This is an optimization exercise on Yosys and OpenROAD, whose aim is small area, not a production implementation.
The RTL was checked by simulation tests, not by an equivalence proof against the original design.

==> run a <==
// fir
module fir(input clk, input rst, input wire signed [15:0] x, output reg signed [31:0] y);
	reg [15:0] d1, d2, d3, d4, d5, d6, d7, d8, d9, d10, d11, d12, d13, d14, d15, d16, d17, d18, d19, d20, d21, d22, d23, d24, d25, d26, d27, d28, d29, d30, d31, d32, d33, d34, d35, d36, d37, d38, d39, d40, d41, d42, d43, d44, d45, d46, d47, d48, d49, d50, d51, d52, d53, d54, d55, d56;
	reg [5:0] vc;
	always @(posedge clk or negedge rst) begin
		if (!rst) vc <= 6'd0;
		else if (vc != 6'd63) vc <= vc + 6'd1;
	end
	wire vz = (vc == 6'd0);
	wire vnz = ~vz;
	wire vg8 = (vc >= 6'd7);
	wire vg11 = (vc >= 6'd10);
	wire vg12 = (vc >= 6'd11);
	wire vg15 = (vc >= 6'd14);
	wire vg16 = (vc >= 6'd15);
	wire vg18 = (vc >= 6'd17);
	wire vg20 = (vc >= 6'd19);
	wire vg23 = (vc >= 6'd22);
	wire vg24 = (vc >= 6'd23);
	wire vg26 = (vc >= 6'd25);
	wire vg28 = (vc >= 6'd27);
	wire vg31 = (vc >= 6'd30);
	wire vg32 = (vc >= 6'd31);
	wire vg34 = (vc >= 6'd33);
	wire vg37 = (vc >= 6'd36);
	wire vg38 = (vc >= 6'd37);
	wire vg40 = (vc >= 6'd39);
	wire vg42 = (vc >= 6'd41);
	wire vg44 = (vc >= 6'd43);
	wire vg47 = (vc >= 6'd46);
	wire vg49 = (vc >= 6'd48);
	wire vg50 = (vc >= 6'd49);
	wire vg52 = (vc >= 6'd51);
	wire vg54 = (vc >= 6'd53);
	wire vg56 = (vc >= 6'd55);
  ...
Settings: LEC_CHECK=0, CAP_MARGIN=20, CORE_MARGIN=2, CORE_UTILIZATION=60, CTS_CLUSTER_DIAMETER=110, CTS_CLUSTER_SIZE=28, GPL_TIMING_DRIVEN=0, SETUP_SLACK_MARGIN=0.1, SLEW_MARGIN=20, SYNTH_HIERARCHICAL=1, SYNTH_MINIMUM_KEEP_SIZE=0; clock period 8.0 ns.
run.sh (not shown) runs the stock make flow with config.mk's settings and CLKGATE_MAP_FILE= SYNTH_SCRIPT=/design/flow/synth_recipe.tcl, a recipe that flattens the netlist after the stock synthesis.
==> run b: changes against run a <==
--- a/flow/config.mk
+++ b/flow/config.mk
@@ -8,8 +8,8 @@
 export CAP_MARGIN = 20
 export CORE_MARGIN = 2
 export CORE_UTILIZATION = 60
-export CTS_CLUSTER_DIAMETER = 110
-export CTS_CLUSTER_SIZE = 28
+export CTS_CLUSTER_DIAMETER = 120
+export CTS_CLUSTER_SIZE = 24
 export GPL_TIMING_DRIVEN = 0
 export SETUP_SLACK_MARGIN = 0.1
 export SLEW_MARGIN = 20
==> qor summary <==
| metric | run a | run b |
|---|---|---|
| Worst rel slew slack | 0.191 | 0.230 |
| Endpoint arrival time on the critical path | 8360 ps | 8350 ps |
| Initial DRT Pass Iterations | 5 | 7 |
| Wire length after detailed routing | 187000 µm | 187000 µm |
| Termination of the worst setup path | r1[21] | r0[15] |
| Fraction of final layout cells with drive strength greater than 1 | 0.0247 | 0.0247 |
| Outcome | timing/DRC/antenna clean | timing/DRC/antenna clean |
| Footprint of the multi-input gates | 33800 µm² | 33800 µm² |
| Maximum fanout count along the critical path | 5 | 4 |
| Met2 demand-to-capacity share in global routing | 0.628 | 0.622 |
| Clock skew after layout | 49.0 ps | 71.1 ps |
| Total number of nets in the final design | 5401 | 5405 |
| Gates resized, CTS repair | 3 | 5 |
| Hold-critical path endpoint | d36[14] | d36[7] |
| Pin count of the biggest net entering global routing | 30 | 26 |
| Clock buffer count from CTS | 45 | 49 |
| Util after Layout | 0.642 | 0.643 |
| Sequential fraction of total cell area | 0.341 | 0.340 |
| Reg-to-reg startpoint | d18[9] | d34[4] |

-- static timing again, ports no longer ideal --
How much do the figures lean on ideal ports? The routed layouts below were timed once more, with nothing changed but the port constraints.
Step 1 assumes that a clkbuf_16 drives the clock port and a buf_2 every other input.
Step 2 also shifts input and output timing later by t, the mid clock arrival at the registers, as if the neighbouring blocks saw the same clock.
Three values: ideal, step 1, step 2; two values: the first two.
run	shift t [ns]	slack for setup (ns)	hold WS [ns]
run a	0.752	0.196 / 0.196 / 0.196	0.327 / 0.327 / 0.327
run b	0.752	0.193 / 0.193 / 0.193	0.314 / 0.314 / 0.314
After both steps every run listed still meets setup and hold.
